From an optimization exercise on the open Yosys and OpenROAD flow, aimed at small area and a short achievable clock period; shortcuts taken in it are not production practice.
Only simulation tests tie the RTL to the original design; equivalence was not proved.
Power figures rest on the tool's default switching activity, not on a simulated workload.

`config.mk`:
```
export PLATFORM = sky130hd
export DESIGN_NAME = CPU
export DESIGN_NICKNAME = CPU
export VERILOG_FILES = /design/flow/design.v
export SDC_FILE = /design/flow/constraint.sdc
export NUM_CORES = 4
export LEC_CHECK = 0
export CAP_MARGIN = 20
export CORE_MARGIN = 2
export CORE_UTILIZATION = 55
export SLEW_MARGIN = 20
```
`constraint.sdc`:
```
create_clock -name core_clock -period 27.0 [get_ports {clk}]
set_input_delay 5.4000 -clock core_clock [delete_from_list [all_inputs] [get_ports {clk}]]
set_output_delay 5.4000 -clock core_clock [all_outputs]
set_load 0.01 [all_outputs]
```
`design.v`:
```
module Fetch(
    input clk,
    input reset,
    input [15:0] imem_data,
    output reg [15:0] instruction
);
    always @(posedge clk or posedge reset) begin
        if (reset) instruction <= 16'b0;
        else       instruction <= imem_data;
    end
endmodule
module Stage #(parameter QW = 4) (
    input clk,
    input reset,
    input [15:0] x_in,
    input [3:0] d_in,
    input is_div_in, is_jmp_in, is_cmp_in,
    input [15:0] ra_in,                         
    input [QW-1:0] q_in,                        
    input [15:0] b3_in,                         
    output reg [15:0] x,
    output reg [3:0] d,
    output reg is_div, is_jmp, is_cmp,
    output reg [15:0] ra,
    output reg [QW-1:0] q,
    output reg [15:0] b3
);
    always @(posedge clk or posedge reset) begin
        if (reset) begin
            x <= 16'b0;
            d <= 4'b0;
            is_div <= 1'b0;
            is_jmp <= 1'b0;
            is_cmp <= 1'b0;
        end else begin
            x <= x_in;
            d <= d_in;
            is_div <= is_div_in;
            is_jmp <= is_jmp_in;
            is_cmp <= is_cmp_in;
        end
    end
    always @(posedge clk) begin
        ra <= ra_in;
        q <= q_in;
        b3 <= b3_in;
    end
endmodule
module ALU(
    input [15:0] A,
    input [15:0] B,
    input [3:0] opcode,
    input [11:0] imm,
    output reg [15:0] X,
    output [15:0] nb3
);
    wire sub = opcode[1];                       
    wire div = opcode == 4'd5;
    wire [15:0] opa = div ? B : A;
    wire [15:0] opb = div ? {B[14:0], 1'b0} : (B ^ {16{sub}});
    wire [15:0] sum = opa + opb + {15'b0, sub};
    wire [15:0] prod;
    MulLo16 mul(.a(A), .b(B), .p(prod));
    assign nb3 = ~sum;
    always @(*) begin
        case (opcode)
            4'd0, 4'd7: X = {4'b0, imm};
            4'd1, 4'd2, 4'd6: X = sum;
            4'd4: X = prod;
            4'd5: X = ~B;
            default: X = 16'b0;
        endcase
    end
endmodule
module DivStep2 #(parameter L = 15) (
    input [(L >= 15) ? 0 : 14 - L:0] rin,       
    input a,
    input [15:0] nb,
    output q,
    output [15-L:0] rout
);
    localparam W = 16 - L;
    localparam [15:0] TOP = 16'hFFFF >> L;      
    wire [W-1:0] t;
    generate if (L >= 15) begin : f
        assign t = a;
    end else begin : n
        assign t = {rin, a};
    end endgenerate
    wire [W:0] s1 = {1'b0, t} + {1'b0, nb[W-1:0]} + 1'b1;
    wire fit1 = (nb >= ~TOP);                   
    assign q = fit1 & s1[W];
    assign rout = q ? s1[W-1:0] : t;
endmodule
module DivStep4 #(parameter L = 14) (
    input [(L >= 14) ? 0 : 13 - L:0] rin,       
    input [1:0] a,
    input [15:0] nb,
    input [15:0] nb3,
    output [1:0] q,
    output [15-L:0] rout
);
    localparam W = 16 - L;
    localparam [16:0] TOP = (17'h1 << W) - 17'h1;    
    localparam [15:0] TOP1 = TOP;
    localparam [15:0] TOP2 = TOP / 2;
    localparam [15:0] TOP3 = TOP / 3;
    wire [W-1:0] t;
    generate if (L >= 14) begin : f
        assign t = a;
    end else begin : n
        assign t = {rin, a};
    end endgenerate
    wire [15:0] nb2 = {nb[14:0], 1'b1};         
    wire [W:0] s1 = {1'b0, t} + {1'b0, nb[W-1:0]} + 1'b1;
    wire [W:0] s2 = {1'b0, t} + {1'b0, nb2[W-1:0]} + 1'b1;
    wire [W:0] s3 = {1'b0, t} + {1'b0, nb3[W-1:0]} + 1'b1;
    wire fit1 = (nb >= ~TOP1);
    wire fit2 = (nb >= ~TOP2);
    wire fit3 = (nb >= ~TOP3);
    wire c1 = fit1 & s1[W];
    wire c2 = fit2 & s2[W];
    wire c3 = fit3 & s3[W];
    assign q = {c2, c1 & ~c2 | c3};
    assign rout = c3 ? s3[W-1:0] : c2 ? s2[W-1:0] : c1 ? s1[W-1:0] : t;
endmodule
module MulLo16(input [15:0] a, input [15:0] b, output [15:0] p);
    wire pp0_0 = a[0] & b[0];
    wire pp0_1 = a[1] & b[0];
    wire pp1_0 = a[0] & b[1];
    wire pp0_2 = a[2] & b[0];
    wire pp1_1 = a[1] & b[1];
    wire pp2_0 = a[0] & b[2];
    wire pp0_3 = a[3] & b[0];
    wire pp1_2 = a[2] & b[1];
    wire pp2_1 = a[1] & b[2];
    wire pp3_0 = a[0] & b[3];
    wire pp0_4 = a[4] & b[0];
    wire pp1_3 = a[3] & b[1];
    wire pp2_2 = a[2] & b[2];
    wire pp3_1 = a[1] & b[3];
    wire pp4_0 = a[0] & b[4];
    wire pp0_5 = a[5] & b[0];
    wire pp1_4 = a[4] & b[1];
    wire pp2_3 = a[3] & b[2];
    wire pp3_2 = a[2] & b[3];
    wire pp4_1 = a[1] & b[4];
    wire pp5_0 = a[0] & b[5];
    wire pp0_6 = a[6] & b[0];
    wire pp1_5 = a[5] & b[1];
    wire pp2_4 = a[4] & b[2];
    wire pp3_3 = a[3] & b[3];
    wire pp4_2 = a[2] & b[4];
    wire pp5_1 = a[1] & b[5];
    wire pp6_0 = a[0] & b[6];
    wire pp0_7 = a[7] & b[0];
    wire pp1_6 = a[6] & b[1];
    wire pp2_5 = a[5] & b[2];
    wire pp3_4 = a[4] & b[3];
    wire pp4_3 = a[3] & b[4];
    wire pp5_2 = a[2] & b[5];
    wire pp6_1 = a[1] & b[6];
    wire pp7_0 = a[0] & b[7];
    wire pp0_8 = a[8] & b[0];
    wire pp1_7 = a[7] & b[1];
    wire pp2_6 = a[6] & b[2];
    wire pp3_5 = a[5] & b[3];
    wire pp4_4 = a[4] & b[4];
    wire pp5_3 = a[3] & b[5];
    wire pp6_2 = a[2] & b[6];
    wire pp7_1 = a[1] & b[7];
    wire pp8_0 = a[0] & b[8];
    wire pp0_9 = a[9] & b[0];
    wire pp1_8 = a[8] & b[1];
    wire pp2_7 = a[7] & b[2];
    wire pp3_6 = a[6] & b[3];
    wire pp4_5 = a[5] & b[4];
    wire pp5_4 = a[4] & b[5];
    wire pp6_3 = a[3] & b[6];
    wire pp7_2 = a[2] & b[7];
    wire pp8_1 = a[1] & b[8];
    wire pp9_0 = a[0] & b[9];
    wire pp0_10 = a[10] & b[0];
    wire pp1_9 = a[9] & b[1];
    wire pp2_8 = a[8] & b[2];
    wire pp3_7 = a[7] & b[3];
    wire pp4_6 = a[6] & b[4];
    wire pp5_5 = a[5] & b[5];
    wire pp6_4 = a[4] & b[6];
    wire pp7_3 = a[3] & b[7];
    wire pp8_2 = a[2] & b[8];
    wire pp9_1 = a[1] & b[9];
    wire pp10_0 = a[0] & b[10];
    wire pp0_11 = a[11] & b[0];
    wire pp1_10 = a[10] & b[1];
    wire pp2_9 = a[9] & b[2];
    wire pp3_8 = a[8] & b[3];
    wire pp4_7 = a[7] & b[4];
    wire pp5_6 = a[6] & b[5];
    wire pp6_5 = a[5] & b[6];
    wire pp7_4 = a[4] & b[7];
    wire pp8_3 = a[3] & b[8];
    wire pp9_2 = a[2] & b[9];
    wire pp10_1 = a[1] & b[10];
    wire pp11_0 = a[0] & b[11];
    wire pp0_12 = a[12] & b[0];
    wire pp1_11 = a[11] & b[1];
    wire pp2_10 = a[10] & b[2];
    wire pp3_9 = a[9] & b[3];
    wire pp4_8 = a[8] & b[4];
    wire pp5_7 = a[7] & b[5];
    wire pp6_6 = a[6] & b[6];
    wire pp7_5 = a[5] & b[7];
    wire pp8_4 = a[4] & b[8];
    wire pp9_3 = a[3] & b[9];
    wire pp10_2 = a[2] & b[10];
    wire pp11_1 = a[1] & b[11];
    wire pp12_0 = a[0] & b[12];
    wire pp0_13 = a[13] & b[0];
    wire pp1_12 = a[12] & b[1];
    wire pp2_11 = a[11] & b[2];
    wire pp3_10 = a[10] & b[3];
    wire pp4_9 = a[9] & b[4];
    wire pp5_8 = a[8] & b[5];
    wire pp6_7 = a[7] & b[6];
    wire pp7_6 = a[6] & b[7];
    wire pp8_5 = a[5] & b[8];
    wire pp9_4 = a[4] & b[9];
    wire pp10_3 = a[3] & b[10];
    wire pp11_2 = a[2] & b[11];
    wire pp12_1 = a[1] & b[12];
    wire pp13_0 = a[0] & b[13];
    wire pp0_14 = a[14] & b[0];
    wire pp1_13 = a[13] & b[1];
    wire pp2_12 = a[12] & b[2];
    wire pp3_11 = a[11] & b[3];
    wire pp4_10 = a[10] & b[4];
    wire pp5_9 = a[9] & b[5];
    wire pp6_8 = a[8] & b[6];
    wire pp7_7 = a[7] & b[7];
    wire pp8_6 = a[6] & b[8];
    wire pp9_5 = a[5] & b[9];
    wire pp10_4 = a[4] & b[10];
    wire pp11_3 = a[3] & b[11];
    wire pp12_2 = a[2] & b[12];
    wire pp13_1 = a[1] & b[13];
    wire pp14_0 = a[0] & b[14];
    wire pp0_15 = a[15] & b[0];
    wire pp1_14 = a[14] & b[1];
    wire pp2_13 = a[13] & b[2];
    wire pp3_12 = a[12] & b[3];
    wire pp4_11 = a[11] & b[4];
    wire pp5_10 = a[10] & b[5];
    wire pp6_9 = a[9] & b[6];
    wire pp7_8 = a[8] & b[7];
    wire pp8_7 = a[7] & b[8];
    wire pp9_6 = a[6] & b[9];
    wire pp10_5 = a[5] & b[10];
    wire pp11_4 = a[4] & b[11];
    wire pp12_3 = a[3] & b[12];
    wire pp13_2 = a[2] & b[13];
    wire pp14_1 = a[1] & b[14];
    wire pp15_0 = a[0] & b[15];
    wire n1, n2;
    assign {n2, n1} = pp0_13 + pp1_12;
    wire n3, n4;
    assign {n4, n3} = pp0_14 + pp1_13 + pp2_12;
    wire n5, n6;
    assign {n6, n5} = pp3_11 + pp4_10;
    wire n7, n8;
    assign {n8, n7} = pp0_15 + pp1_14 + pp2_13;
    wire n9, n10;
    assign {n10, n9} = pp3_12 + pp4_11 + pp5_10;
    wire n11, n12;
    assign {n12, n11} = pp6_9 + pp7_8;
    wire n13, n14;
    assign {n14, n13} = pp0_9 + pp1_8;
    wire n15, n16;
    assign {n16, n15} = pp0_10 + pp1_9 + pp2_8;
    wire n17, n18;
    assign {n18, n17} = pp3_7 + pp4_6;
    wire n19, n20;
    assign {n20, n19} = pp0_11 + pp1_10 + pp2_9;
    wire n21, n22;
    assign {n22, n21} = pp3_8 + pp4_7 + pp5_6;
    wire n23, n24;
    assign {n24, n23} = pp6_5 + pp7_4;
    wire n25, n26;
    assign {n26, n25} = pp0_12 + pp1_11 + pp2_10;
    wire n27, n28;
    assign {n28, n27} = pp3_9 + pp4_8 + pp5_7;
    wire n29, n30;
    assign {n30, n29} = pp6_6 + pp7_5 + pp8_4;
    wire n31, n32;
    assign {n32, n31} = pp9_3 + pp10_2;
    wire n33, n34;
    assign {n34, n33} = pp2_11 + pp3_10 + pp4_9;
    wire n35, n36;
    assign {n36, n35} = pp5_8 + pp6_7 + pp7_6;
    wire n37, n38;
    assign {n38, n37} = pp8_5 + pp9_4 + pp10_3;
    wire n39, n40;
    assign {n40, n39} = pp11_2 + pp12_1 + pp13_0;
    wire n41, n42;
    assign {n42, n41} = pp5_9 + pp6_8 + pp7_7;
    wire n43, n44;
    assign {n44, n43} = pp8_6 + pp9_5 + pp10_4;
    wire n45, n46;
    assign {n46, n45} = pp11_3 + pp12_2 + pp13_1;
    wire n47, n48;
    assign {n48, n47} = pp14_0 + n2 + n3;
    wire n49, n50;
    assign {n50, n49} = pp8_7 + pp9_6 + pp10_5;
    wire n51, n52;
    assign {n52, n51} = pp11_4 + pp12_3 + pp13_2;
    wire n53, n54;
    assign {n54, n53} = pp14_1 + pp15_0 + n4;
    wire n55, n56;
    assign {n56, n55} = n6 + n7 + n9;
    wire n57, n58;
    assign {n58, n57} = pp0_6 + pp1_5;
    wire n59, n60;
    assign {n60, n59} = pp0_7 + pp1_6 + pp2_5;
    wire n61, n62;
    assign {n62, n61} = pp3_4 + pp4_3;
    wire n63, n64;
    assign {n64, n63} = pp0_8 + pp1_7 + pp2_6;
    wire n65, n66;
    assign {n66, n65} = pp3_5 + pp4_4 + pp5_3;
    wire n67, n68;
    assign {n68, n67} = pp6_2 + pp7_1;
    wire n69, n70;
    assign {n70, n69} = pp2_7 + pp3_6 + pp4_5;
    wire n71, n72;
    assign {n72, n71} = pp5_4 + pp6_3 + pp7_2;
    wire n73, n74;
    assign {n74, n73} = pp8_1 + pp9_0 + n13;
    wire n75, n76;
    assign {n76, n75} = pp5_5 + pp6_4 + pp7_3;
    wire n77, n78;
    assign {n78, n77} = pp8_2 + pp9_1 + pp10_0;
    wire n79, n80;
    assign {n80, n79} = n14 + n15 + n17;
    wire n81, n82;
    assign {n82, n81} = pp8_3 + pp9_2 + pp10_1;
    wire n83, n84;
    assign {n84, n83} = pp11_0 + n16 + n18;
    wire n85, n86;
    assign {n86, n85} = n19 + n21 + n23;
    wire n87, n88;
    assign {n88, n87} = pp11_1 + pp12_0 + n20;
    wire n89, n90;
    assign {n90, n89} = n22 + n24 + n25;
    wire n91, n92;
    assign {n92, n91} = n27 + n29 + n31;
    wire n93, n94;
    assign {n94, n93} = n1 + n26 + n28;
    wire n95, n96;
    assign {n96, n95} = n30 + n32 + n33;
    wire n97, n98;
    assign {n98, n97} = n35 + n37 + n39;
    wire n99, n100;
    assign {n100, n99} = n5 + n34 + n36;
    wire n101, n102;
    assign {n102, n101} = n38 + n40 + n41;
    wire n103, n104;
    assign {n104, n103} = n43 + n45 + n47;
    wire n105, n106;
    assign {n106, n105} = n11 + n42 + n44;
    wire n107, n108;
    assign {n108, n107} = n46 + n48 + n49;
    wire n109, n110;
    assign {n110, n109} = n51 + n53 + n55;
    wire n111, n112;
    assign {n112, n111} = pp0_4 + pp1_3;
    wire n113, n114;
    assign {n114, n113} = pp0_5 + pp1_4 + pp2_3;
    wire n115, n116;
    assign {n116, n115} = pp3_2 + pp4_1;
    wire n117, n118;
    assign {n118, n117} = pp2_4 + pp3_3 + pp4_2;
    wire n119, n120;
    assign {n120, n119} = pp5_1 + pp6_0 + n57;
    wire n121, n122;
    assign {n122, n121} = pp5_2 + pp6_1 + pp7_0;
    wire n123, n124;
    assign {n124, n123} = n58 + n59 + n61;
    wire n125, n126;
    assign {n126, n125} = pp8_0 + n60 + n62;
    wire n127, n128;
    assign {n128, n127} = n63 + n65 + n67;
    wire n129, n130;
    assign {n130, n129} = n64 + n66 + n68;
    wire n131, n132;
    assign {n132, n131} = n69 + n71 + n73;
    wire n133, n134;
    assign {n134, n133} = n70 + n72 + n74;
    wire n135, n136;
    assign {n136, n135} = n75 + n77 + n79;
    wire n137, n138;
    assign {n138, n137} = n76 + n78 + n80;
    wire n139, n140;
    assign {n140, n139} = n81 + n83 + n85;
    wire n141, n142;
    assign {n142, n141} = n82 + n84 + n86;
    wire n143, n144;
    assign {n144, n143} = n87 + n89 + n91;
    wire n145, n146;
    assign {n146, n145} = n88 + n90 + n92;
    wire n147, n148;
    assign {n148, n147} = n93 + n95 + n97;
    wire n149, n150;
    assign {n150, n149} = n94 + n96 + n98;
    wire n151, n152;
    assign {n152, n151} = n99 + n101 + n103;
    wire n153, n154;
    assign {n154, n153} = n100 + n102 + n104;
    wire n155, n156;
    assign {n156, n155} = n105 + n107 + n109;
    wire n157, n158;
    assign {n158, n157} = pp0_3 + pp1_2;
    wire n159, n160;
    assign {n160, n159} = pp2_2 + pp3_1 + pp4_0;
    wire n161, n162;
    assign {n162, n161} = pp5_0 + n112 + n113;
    wire n163, n164;
    assign {n164, n163} = n114 + n116 + n117;
    wire n165, n166;
    assign {n166, n165} = n118 + n120 + n121;
    wire n167, n168;
    assign {n168, n167} = n122 + n124 + n125;
    wire n169, n170;
    assign {n170, n169} = n126 + n128 + n129;
    wire n171, n172;
    assign {n172, n171} = n130 + n132 + n133;
    wire n173, n174;
    assign {n174, n173} = n134 + n136 + n137;
    wire n175, n176;
    assign {n176, n175} = n138 + n140 + n141;
    wire n177, n178;
    assign {n178, n177} = n142 + n144 + n145;
    wire n179, n180;
    assign {n180, n179} = n146 + n148 + n149;
    wire n181, n182;
    assign {n182, n181} = n150 + n152 + n153;
    wire n183, n184;
    assign {n184, n183} = pp0_2 + pp1_1;
    wire n185, n186;
    assign {n186, n185} = pp2_1 + pp3_0 + n157;
    wire n187, n188;
    assign {n188, n187} = n111 + n158 + n159;
    wire n189, n190;
    assign {n190, n189} = n115 + n160 + n161;
    wire n191, n192;
    assign {n192, n191} = n119 + n162 + n163;
    wire n193, n194;
    assign {n194, n193} = n123 + n164 + n165;
    wire n195, n196;
    assign {n196, n195} = n127 + n166 + n167;
    wire n197, n198;
    assign {n198, n197} = n131 + n168 + n169;
    wire n199, n200;
    assign {n200, n199} = n135 + n170 + n171;
    wire n201, n202;
    assign {n202, n201} = n139 + n172 + n173;
    wire n203, n204;
    assign {n204, n203} = n143 + n174 + n175;
    wire n205, n206;
    assign {n206, n205} = n147 + n176 + n177;
    wire n207, n208;
    assign {n208, n207} = n151 + n178 + n179;
    wire n209, n210;
    assign {n210, n209} = n155 + n180 + n181;
    wire [15:0] s0 = {n208, n206, n204, n202, n200, n198, n196, n194, n192, n190, n188, n186, n184, pp2_0, pp0_1, pp0_0};
    wire [15:0] s1 = {n209, n207, n205, n203, n201, n199, n197, n195, n193, n191, n189, n187, n185, n183, pp1_0, 1'b0};
    assign p = s0 + s1;
endmodule
module Execute(
    input is_div,
    input [15:0] x,                     
    input [15:0] ra,
    input [15:0] b3,                    
    input [15:5] qhi,
    output [15:0] result
);
    wire [11:0] s3_0_r;
    wire s3_0_q;
    DivStep2 #(.L(4)) s3_0(.rin(ra[15:5]), .a(ra[4]), .nb(x), .q(s3_0_q), .rout(s3_0_r));
    wire [13:0] s3_1_r;
    wire [1:0] s3_1_q;
    DivStep4 #(.L(2)) s3_1(.rin(s3_0_r), .a(ra[3:2]), .nb(x), .nb3(b3), .q(s3_1_q), .rout(s3_1_r));
    wire [15:0] s3_2_r;
    wire [1:0] s3_2_q;
    DivStep4 #(.L(0)) s3_2(.rin(s3_1_r), .a(ra[1:0]), .nb(x), .nb3(b3), .q(s3_2_q), .rout(s3_2_r));
    assign result = is_div ? {qhi, s3_0_q, s3_1_q, s3_2_q} : x;
endmodule
module RegisterFile(
    input clk,
    input reset,
    input write_enable,                 
    input [3:0] write_addr,
    input [15:0] write_data,
    input exec_we,                      
    input [3:0] exec_addr,
    input [3:0] next_read_addr1,
    input [3:0] next_read_addr2,
    output [15:0] read_data1,
    output [15:0] read_data2
);
    reg [15:0] registers [0:12];
    reg [12:0] valid;
    reg [12:0] sel1, sel2;
    reg fwd1, fwd2;
    wire [12:0] wsel;
    wire [12:0] valid_next = valid | wsel;
    wire fwd1_next = exec_we && (exec_addr == next_read_addr1) && (next_read_addr1 < 4'd13);
    wire fwd2_next = exec_we && (exec_addr == next_read_addr2) && (next_read_addr2 < 4'd13);
    genvar i;
    generate
        for (i = 0; i < 13; i = i + 1) begin : g_reg
            assign wsel[i] = write_enable && (write_addr == i);
            always @(posedge clk)
                if (wsel[i]) registers[i] <= write_data;
        end
    endgenerate
    always @(posedge clk or posedge reset) begin
        if (reset) valid <= 13'b0;
        else       valid <= valid_next;
    end
    always @(posedge clk) begin
        sel1 <= Decode13(next_read_addr1) & valid_next & {13{~fwd1_next}};
        sel2 <= Decode13(next_read_addr2) & valid_next & {13{~fwd2_next}};
        fwd1 <= fwd1_next;
        fwd2 <= fwd2_next;
    end
    function [12:0] Decode13(input [3:0] a);
        integer k;
        begin
            for (k = 0; k < 13; k = k + 1)
                Decode13[k] = (a == k);
        end
    endfunction
    RegRead rd1(.s(sel1), .f(fwd1), .fdata(write_data),
                .r0(registers[0]), .r1(registers[1]), .r2(registers[2]), .r3(registers[3]),
                .r4(registers[4]), .r5(registers[5]), .r6(registers[6]), .r7(registers[7]),
                .r8(registers[8]), .r9(registers[9]), .r10(registers[10]), .r11(registers[11]),
                .r12(registers[12]), .data(read_data1));
    RegRead rd2(.s(sel2), .f(fwd2), .fdata(write_data),
                .r0(registers[0]), .r1(registers[1]), .r2(registers[2]), .r3(registers[3]),
                .r4(registers[4]), .r5(registers[5]), .r6(registers[6]), .r7(registers[7]),
                .r8(registers[8]), .r9(registers[9]), .r10(registers[10]), .r11(registers[11]),
                .r12(registers[12]), .data(read_data2));
endmodule
module RegRead(
    input [12:0] s,
    input f,
    input [15:0] fdata,
    input [15:0] r0, r1, r2, r3, r4, r5, r6, r7, r8, r9, r10, r11, r12,
    output [15:0] data
);
    assign data = ({16{s[0]}}  & r0)  | ({16{s[1]}}  & r1)  | ({16{s[2]}}  & r2)  |
                  ({16{s[3]}}  & r3)  | ({16{s[4]}}  & r4)  | ({16{s[5]}}  & r5)  |
                  ({16{s[6]}}  & r6)  | ({16{s[7]}}  & r7)  | ({16{s[8]}}  & r8)  |
                  ({16{s[9]}}  & r9)  | ({16{s[10]}} & r10) | ({16{s[11]}} & r11) |
                  ({16{s[12]}} & r12) | ({16{f}} & fdata);
endmodule
module CPU(
    input clk,
    input reset,
    output [15:0] imem_addr,
    input [15:0] imem_data,
    output rf_we,
    output [3:0] rf_waddr,
    output [15:0] rf_wdata,
    output flag_n,
    output flag_z
);
    reg [15:0] pc;
    wire [15:0] ir;
    wire [15:0] A, B, X;
    wire [15:0] nB = ~B;
    wire [15:0] nb3;                    
    wire [5:0] nb3_lo = ~(B[5:0] + {B[4:0], 1'b0});    
    wire [15:0] x_d, x_e, ra_d, ra_e, result;
    wire [3:0] d_d, d_e;
    wire is_div_d, is_jmp_d, is_cmp_d, is_div_e, is_jmp_e, is_cmp_e;
    wire [5:0] q_d;
    wire [10:0] q_e;
    wire [15:0] b3_d, b3_e;
    reg [15:0] result_reg;              
    reg [15:0] result_wb;               
    reg [3:0] write_addr_wb;
    reg write_enable;
    reg N_reg, Z_reg;
    assign imem_addr = pc;
    assign rf_we = write_enable;
    assign rf_waddr = write_addr_wb;
    assign rf_wdata = result_reg;
    assign flag_n = N_reg;
    assign flag_z = Z_reg;
    Fetch fetch(.clk(clk), .reset(reset), .imem_data(imem_data), .instruction(ir));
    RegisterFile rf(.clk(clk), .reset(reset), .write_enable(write_enable),
                    .write_addr(write_addr_wb), .write_data(result_wb),
                    .exec_we(~is_jmp_e), .exec_addr(d_e),
                    .next_read_addr1(imem_data[11:8]), .next_read_addr2(imem_data[7:4]),
                    .read_data1(A), .read_data2(B));
    ALU alu(.A(A), .B(B), .opcode(ir[15:12]), .imm(ir[11:0]), .X(X), .nb3(nb3));
    wire [1:0] s1_0_r;
    wire [1:0] s1_0_q;
    DivStep4 #(.L(14)) s1_0(.rin(1'b0), .a(A[15:14]), .nb(nB), .nb3({10'b0, nb3_lo}), .q(s1_0_q), .rout(s1_0_r));
    wire [3:0] s1_1_r;
    wire [1:0] s1_1_q;
    DivStep4 #(.L(12)) s1_1(.rin(s1_0_r), .a(A[13:12]), .nb(nB), .nb3({10'b0, nb3_lo}), .q(s1_1_q), .rout(s1_1_r));
    wire [5:0] s1_2_r;
    wire [1:0] s1_2_q;
    DivStep4 #(.L(10)) s1_2(.rin(s1_1_r), .a(A[11:10]), .nb(nB), .nb3({10'b0, nb3_lo}), .q(s1_2_q), .rout(s1_2_r));
    Stage #(.QW(6)) sd(.clk(clk), .reset(reset), .x_in(X), .d_in(ir[3:0]),
        .is_div_in(ir[15:12] == 4'd5), .is_jmp_in(ir[15:12] == 4'd7), .is_cmp_in(ir[15:12] == 4'd6),
        .ra_in({s1_2_r, A[9:0]}), .q_in({s1_0_q, s1_1_q, s1_2_q}), .b3_in(nb3),
        .x(x_d), .d(d_d), .is_div(is_div_d), .is_jmp(is_jmp_d), .is_cmp(is_cmp_d),
        .ra(ra_d), .q(q_d), .b3(b3_d));
    wire [7:0] s2_0_r;
    wire [1:0] s2_0_q;
    DivStep4 #(.L(8)) s2_0(.rin(ra_d[15:10]), .a(ra_d[9:8]), .nb(x_d), .nb3(b3_d), .q(s2_0_q), .rout(s2_0_r));
    wire [9:0] s2_1_r;
    wire [1:0] s2_1_q;
    DivStep4 #(.L(6)) s2_1(.rin(s2_0_r), .a(ra_d[7:6]), .nb(x_d), .nb3(b3_d), .q(s2_1_q), .rout(s2_1_r));
    wire [10:0] s2_2_r;
    wire s2_2_q;
    DivStep2 #(.L(5)) s2_2(.rin(s2_1_r), .a(ra_d[5]), .nb(x_d), .q(s2_2_q), .rout(s2_2_r));
    Stage #(.QW(11)) se(.clk(clk), .reset(reset), .x_in(x_d), .d_in(d_d),
        .is_div_in(is_div_d), .is_jmp_in(is_jmp_d), .is_cmp_in(is_cmp_d),
        .ra_in({s2_2_r, ra_d[4:0]}), .q_in({q_d, s2_0_q, s2_1_q, s2_2_q}), .b3_in(b3_d),
        .x(x_e), .d(d_e), .is_div(is_div_e), .is_jmp(is_jmp_e), .is_cmp(is_cmp_e),
        .ra(ra_e), .q(q_e), .b3(b3_e));
    Execute execute(.is_div(is_div_e), .x(x_e), .ra(ra_e), .b3(b3_e), .qhi(q_e), .result(result));
    always @(posedge clk or posedge reset) begin
        if (reset) begin
            result_reg <= 16'b0;
            write_addr_wb <= 4'b0;
            write_enable <= 1'b0;
            N_reg <= 1'b0;
            Z_reg <= 1'b0;
            pc <= 16'b0;
        end else begin
            result_reg <= result;
            write_addr_wb <= d_e;
            write_enable <= ~is_jmp_e;
            if (is_cmp_e) begin
                N_reg <= x_e[15];
                Z_reg <= x_e == 16'b0;
            end
            pc <= is_jmp_e ? x_e : pc + 16'd1;
        end
    end
    always @(posedge clk)
        result_wb <= result;
endmodule
```
`flow/run.sh`:
```
#!/bin/bash
# Layout flow: the standard flow (standard synthesis included, unchanged),
# with two changes to how the layout is made:
#  - the timing repair is asked for more setup slack than the constraint
#    needs (flow/setup_margin.txt, ns), so that it sizes and buffers the
#    critical paths towards a shorter period;
#  - clock tree synthesis gets the arguments in flow/cts_args.txt.
# The clock period and constraints are the standard flow's own (constraint.sdc).
set -euo pipefail
MARGIN=$(cat flow/setup_margin.txt)
CTS=$(cat flow/cts_args.txt)
bash standard.sh SETUP_SLACK_MARGIN="$MARGIN" CTS_ARGS="$CTS" finish > standard_flow.log 2>&1
```
`flow/cts_args.txt`:
```
-sink_clustering_enable -repair_clock_nets -dont_use_dummy_load -sink_clustering_size 24 -sink_clustering_max_diameter 90
```
`flow/setup_margin.txt`:
```
20.0
```
`standard.sh`:
```
#!/bin/bash
# synth_recipe.tcl (not shown) runs the flow's synth.tcl, then flattens the netlist and writes it again
# the make line also repeats each setting of config.mk as NAME=value (left out here)
make -C /OpenROAD-flow-scripts/flow DESIGN_CONFIG=/design/flow/config.mk WORK_HOME=/design/flow/orfs CLKGATE_MAP_FILE= SYNTH_SCRIPT=/design/flow/synth_recipe.tcl "${@:-finish}"
```
==> run_results.csv, run 1 <==
group,metric,value,unit
floorplanning,die_h,233,µm
power_and_ir_drop,sequentialPowerShare,0.370,
sta,worstMarginPinSlew,0.997,ns
clocking,cts_buffers,25,
worst_setup_path,crit_family,"buffers and inverters",
worst_setup_path,cp_max_fo,2,
placed_design,place_area,30400,µm²
sta,final_hold_viol_count,0,
hold_path,min_path_type,"flop to flop",
synthesis,synthFlopType,"edfxtp_1",
worst_setup_path,critPathArrivalTime,1.58,ns
route,wl_per_cell,27.0,µm
synthesis,syn-num-nets,3234,
global_routing,track_usage,0.356,
global_routing,grt_antenna_before_repair,5,
cells_and_area,nFillCells,4401,
clocking,cts_max_level,1,
worst_setup_path,cpPeakStageDelay,0.56,ns
cells_and_area,seqCellArea,11600,µm²
worst_setup_path,crit_chain,"clkdlybuf4s50_1",
clocking,clk_latency,0.59,ns
synthesis,syn_area,28900,µm²
global_routing,gr-total-overflow,0,
worst_setup_path,worstPathRequired,21.60,ns
clocking,clockBufferDepth,3,
global_routing,grt_pass1_vias,22900,
worst_setup_path,crit_path_end_kind,"primary output",
floorplanning,dieArea,54500,µm²
placed_design,dp_hpwl,68.5,mm
synthesis,post_synth.cell_area_avg,10.1,µm²
cells_and_area,multi_input_area,16600,µm²
cells_and_area,layout-drive-gt1-share,0.112,
cells_and_area,finalInstanceArea,31900,µm²
placed_design,gp_congestion,0.936,
cells_and_area,synthToLayoutAreaGrowth,10.2,%
flow_run,max_cap_violations,0,
synthesis,synth_edf_count,208,
floorplanning,start_util,0.553,
synthesis,async_reset_ff_frac,0.255,
cells_and_area,final_common_cell,"nand2_1",
cells_and_area,mostFrequentLayoutCells,"nand2_1 (259), ha_1 (249), a22oi_1 (210)",
placed_design,port_buffers,56,
sta,final_max_slew_viol_count,0,
worst_setup_path,path_class,"flop to primary output",
synthesis,ys_seq_elements,447,
power_and_ir_drop,p_sw,1050,µW
power_and_ir_drop,worst_ir_drop_vdd,0.0000632,V
route,drtIter0Drc,2739,
floorplanning,num_io_pins,57,
sta,fin_worst_skew,0.0747,ns
cells_and_area,largest_register_ff_count,208,
route,drtPass1Iterations,6,
sta,finalSetupViolations,0,
synthesis,post_synth_num_cell_types,89,
synthesis,netlist_instances,2863,
power_and_ir_drop,internal_power,1490,µW
power_and_ir_drop,clock_power_share,0.148,
synthesis,yosysWarnings,8,
sta,clock.fmax,143,MHz
floorplanning,num_rows,84,
sta,slew_headroom,0.330,
worst_setup_path,start_kind,"flop",
route,drt-total-wl,98.4,mm
clocking,clkSinkCount,447,
sta,period_share,0.259,
status,status,"timing/DRC/antenna clean",
floorplanning,die_w,233,µm
sta,grt_setup_unrepaired,"false",
route,drcViolationCount,0,
clocking,cts_root_buf,"clkbuf_16",
worst_setup_path,slowest_stage,"clkdlybuf4s50_1",
cells_and_area,fin_nets,3322,
clocking,cts.clk_slew.worst_paths,0.09,ns
cells_and_area,largest-register,"rf.registers",
power_and_ir_drop,p_comb_frac,0.482,
power_and_ir_drop,leakagePower,0.0130,µW
sta,fin_crit,6.98,ns
clocking,cts_tree,"built",
route,vias,23800,
route,ant_nets,0,
synthesis,ys_seq_area_frac,0.401,
power_and_ir_drop,power_density,79.7,nW/µm²
power_and_ir_drop,switching_share,0.414,
route,viasPerCell,6.53,
sta,setup_tns,0,ns
floorplanning,design.core.area,52300,µm²
worst_setup_path,cp.buffers_inverters,1,
global_routing,grt_pass1_wl,143,mm
global_routing,grt_max_degree,78,
## cell families after synthesis
logic type | share of synthesized area
simple gates | 0.128
mux | 0.0204
xor+xnor | 0.0495
buf+inv | 0.0426
fa+ha+maj | 0.179
flops | 0.401
compound gates | 0.180
## repair_timing
item,CTS,global route
hold buffers,0,0
gates cloned,1,2
pin swaps,5,19
resized for setup,59,76
setup buffers,13,38
endpoints found under the setup margin,34,104
## path summary, 6_finish.rpt
| check | startpoint | end | slack, ns | depth (start not counted) |
|---|---|---|---|---|
| min in group asynchronous | reset | rf.valid[3]$_DFF_PP0_ | 5.35 | 2 |
| max in group asynchronous | reset | pc[0]$_DFF_PP0_ | 20.35 | 3 |
| min | sd.ra[2]$_DFF_P_ | se.ra[2]$_DFF_P_ | 0.33 | 0 |
| max | write_addr_wb[1]$_DFF_PP0_ | rf_waddr[1] | 20.02 | 1 |
| max reg2reg | rf.sel2[10]$_DFF_P_ | sd.ra[12]$_DFF_P_ | 20.24 | 28 |
| min reg2reg | sd.ra[2]$_DFF_P_ | se.ra[2]$_DFF_P_ | 0.33 | 0 |
## Yosys cell counts, drive strengths merged, types with 99 or more instances
master | count | area [µm²]
edfxtp | 208 | 6250
ha | 252 | 3150
a22oi | 213 | 1610
a21oi | 143 | 716
dfxtp | 125 | 2500
dfrtp | 114 | 2850
o21ai | 156 | 785
nand2 | 260 | 976
nor2 | 173 | 654
inv | 175 | 657
fa | 101 | 2020
xnor2 | 99 | 867
## per-layer routing
| layer | up-vias | GRT usage | wire (µm) |
|---|---|---|---|
| li1 | 10500 | - | - |
| met1 | 11500 | 0.470 | 38400 |
| met2 | 1377 | 0.571 | 44900 |
| met3 | 301 | 0.0648 | 9930 |
| met4 | 2 | 0.162 | 5180 |
| met5 | - | 0 | 11 |
## layout make-up
type	instances	area share
well taps	688	0.0270
multi-input cells	2120	0.520
clock buffers	25	0.0196
inverters	182	0.0225
diodes	3	0.000235
flip-flops and latches	447	0.365
repair buffers	175	0.0458
## power groups by stage
stage	registers (µW)	logic, µW	clock network, µW
2_1_floorplan	894	817	0
6_report	940	1230	376
5_1_grt	945	1340	405
4_1_cts	939	1170	381
3_3_place_gp	952	1120	0
3_5_place_dp	954	1140	0
## metrics by stage
step	worst slack (ns)	util	cells	total power, µW	hold slack [ns]
global route	19.94	0.609	3637	2690	0.344
CTS	19.95	0.598	3597	2490	0.334
detailed placement	18.72	0.581	3558	2100	0.312
global placement	19.01	0.581	3558	2080	0.315
finish	20.02	0.609	3640	2540	0.335
floorplan	20.05	-	2863	1710	0.310
==> run 2, diff against run 1 <==
==> flow/setup_margin.txt (replaced) <==
20.45
==> run 2 against run 1 <==
  * Design area is 2.9% higher
  * First-iteration DRC count up 4.6%
  * Register-to-register slack better by 0.29 ns
  * Clock-buffer cell count stayed put
==> run_results.csv, run 2 <==
group,metric,value,unit
synthesis,post_synth_num_cell_types,89,
synthesis,synth_top_area_frac,0.216,
flow_run,max_cap_violations,0,
worst_setup_path,cpPeakStageDelay,0.48,ns
synthesis,synth.most_common_cell,"nand2_1",
power_and_ir_drop,switching_share,0.419,
power_and_ir_drop,p_sw,1090,µW
power_and_ir_drop,clock_power_share,0.145,
floorplanning,die_h,233,µm
placed_design,place_area,30500,µm²
global_routing,grt_pass1_wl,147,mm
worst_setup_path,crit_path_end_kind,"primary output",
status,status,"timing/DRC/antenna clean",
clocking,cts_tree,"built",
synthesis,syn-num-nets,3234,
cells_and_area,largest_register_ff_count,208,
hold_path,hp-start,"sd.q[5]$_DFF_P_",
hold_path,min_path_type,"flop to flop",
route,ant_nets,0,
clocking,cts_max_level,1,
cells_and_area,largest-register,"rf.registers",
global_routing,grt_max_degree,65,
synthesis,yosysWarnings,8,
floorplanning,num_io_pins,57,
global_routing,gr-total-overflow,0,
synthesis,synth_edf_count,208,
route,drt-total-wl,102,mm
placed_design,dp_hpwl,68.7,mm
clocking,hold_buffers,0,
route,vias,24100,
synthesis,ys_seq_elements,447,
cells_and_area,fin_nets,3386,
worst_setup_path,start_kind,"flop",
worst_setup_path,cp_max_fo,4,
placed_design,port_buffers,56,
cells_and_area,layout-drive-gt1-share,0.167,
cells_and_area,synthToLayoutAreaGrowth,13.4,%
sta,setup_tns,0,ns
worst_setup_path,rr_startpoint,"rf.sel2[3]$_DFF_P_",
worst_setup_path,critPathArrivalTime,1.17,ns
sta,period_share,0.243,
floorplanning,dieArea,54500,µm²
worst_setup_path,crit_start,"pc[0]$_DFF_PP0_",
sta,clock.fmax,152,MHz
power_and_ir_drop,worst_ir_drop_vdd,0.0000555,V
synthesis,syn_area,28900,µm²
worst_setup_path,worstPathRequired,21.60,ns
worst_setup_path,path_class,"flop to primary output",
cells_and_area,finalInstanceArea,32800,µm²
route,viasPerCell,6.52,
synthesis,post_synth.cell_area_avg,10.1,µm²
route,drcViolationCount,0,
sta,finalSetupViolations,0,
floorplanning,die_w,233,µm
worst_setup_path,crit_chain,"buf_6",
sta,final_max_slew_viol_count,0,
power_and_ir_drop,leakagePower,0.0134,µW
floorplanning,num_rows,84,
cells_and_area,mostFrequentLayoutCells,"nand2_1 (258), ha_1 (245), edfxtp_1 (208)",
clocking,clockBufferDepth,3,
sta,fin_crit,6.57,ns
global_routing,grt_pass1_vias,23300,
power_and_ir_drop,power_density,79.4,nW/µm²
route,drtIter0Drc,2864,
clocking,cts.clk_slew.worst_paths,0.09,ns
synthesis,yosys-top-cells-count,"nand2_1 (260), ha_1 (252), a22oi_1 (211)",
sta,final_hold_viol_count,0,
global_routing,track_usage,0.366,
cells_and_area,nFillCells,4320,
route,drtPass1Iterations,6,
sta,grt_setup_unrepaired,"true",
clocking,cts_root_buf,"clkbuf_16",
power_and_ir_drop,internal_power,1510,µW
cells_and_area,finish.utilization,0.627,
cells_and_area,final_common_cell,"nand2_1",
sta,fin_worst_skew,0.0801,ns
clocking,cts_buffers,25,
worst_setup_path,crit_family,"flip-flops",
global_routing,grt_antenna_before_repair,10,
synthesis,synth_area_leader_cell,"edfxtp_1",
clocking,clkSinkCount,447,
synthesis,netlist_instances,2863,
synthesis,synth.area.top_cells,"edfxtp_1 (22%), ha_1 (11%), dfrtp_1 (9.9%)",
worst_setup_path,slowest_stage,"dfrtp_2",
clocking,clk_latency,0.60,ns
synthesis,ys_seq_area_frac,0.401,
power_and_ir_drop,sequentialPowerShare,0.361,
route,wl_per_cell,27.5,µm
sta,slew_headroom,0.241,
synthesis,async_reset_ff_frac,0.255,
sta,worstMarginPinSlew,1.13,ns
worst_setup_path,cp.buffers_inverters,1,
placed_design,gp_congestion,0.937,
synthesis,synthFlopType,"edfxtp_1",
floorplanning,start_util,0.553,
floorplanning,design.core.area,52300,µm²
power_and_ir_drop,p_comb_frac,0.495,
## run 2: cell families after synthesis
family | synth area share
AND/OR/NAND/NOR | 0.128
XOR/XNOR | 0.0495
adder cells (fa/ha/maj) | 0.179
buffers and inverters | 0.0426
AO/OA/AOI/OAI | 0.180
multiplexers | 0.0204
flip-flops | 0.401
## run 2: power by group through the flow
stage | Clock [µW] | Combinational (µW) | Sequential [µW]
after floorplan | 0 | 818 | 894
after global placement | 0 | 1120 | 954
after detailed placement | 0 | 1140 | 956
after CTS | 382 | 1190 | 936
after global routing | 404 | 1400 | 945
final | 377 | 1290 | 940
## run 2: path summary, 6_finish.rpt
check | slack, ns | cells after the start | end
hold / removal | 0.33 | 0 | se.q[10]$_DFF_P_
setup reg to reg | 20.53 | 30 | sd.ra[12]$_DFF_P_
max in group asynchronous | 20.69 | 4 | se.x[0]$_DFF_PP0_
setup / recovery | 20.43 | 1 | imem_addr[0]
min in group asynchronous | 5.33 | 3 | rf.valid[6]$_DFF_PP0_
hold reg to reg | 0.33 | 0 | se.q[10]$_DFF_P_
## run 2: timing repair
action                     in CTS  in global routing
pin swaps                      28                 49
gates cloned                    3                  4
gates resized for setup       302                142
setup endpoints to repair     140                 43
setup buffers                  56                 50
## run 2: final cells by class
type                       count  area (µm²)  area share
clock buffer                  25         626      0.0191
tap                          688         861      0.0262
sequential                   447       11600       0.354
antenna                        1        2.50   0.0000763
timing repair buffer         236        1860      0.0566
inverter                     182         739      0.0225
multi-input combinational   2123       17100       0.521
## run 2: per-layer routing
layer,track usage,up-vias,wire (µm)
met4,0.149,6,5040
met5,0,-,41
met3,0.0663,303,9740
met2,0.582,1398,46200
met1,0.494,11800,40700
li1,-,10700,-
## run 2: per-stage QoR
step,cells,worst slack (ns),hold WS [ns],total power (µW)
floorplan,2863,20.21,0.310,1710
global placement,3563,18.42,0.312,2070
detailed placement,3563,18.39,0.312,2090
CTS,3647,20.41,0.332,2510
global route,3701,20.30,0.336,2750
finish,3702,20.43,0.331,2610

[separate check: timing with driven ports]
The results above use ideal ports. As a check the final layouts listed here were re-extracted and re-timed, cells and wires unchanged.
Step 1 assumes that a clkbuf_16 drives the clock port and a buf_2 every other input.
Step 2 times the ports against the registers' clock, not the clock port: input delays grow and output delays shrink by t, the midpoint of the rising clock arrivals with the driver on.
a / b / c = no drivers / after step 1 / after step 2; a / b = the first two.
run	t (ns)	slack for setup (ns)	clock arrival spread, ns
run 1	0.622	20.020 / 19.957 / 19.453	0.082 / 0.082
run 2	0.625	20.429 / 20.365 / 19.925	0.081 / 0.081
After both steps every run listed still meets setup and hold. For run 1, which loses most, drivers alone change the setup slack by -0.063 ns; drivers and shift together by -0.567 ns.
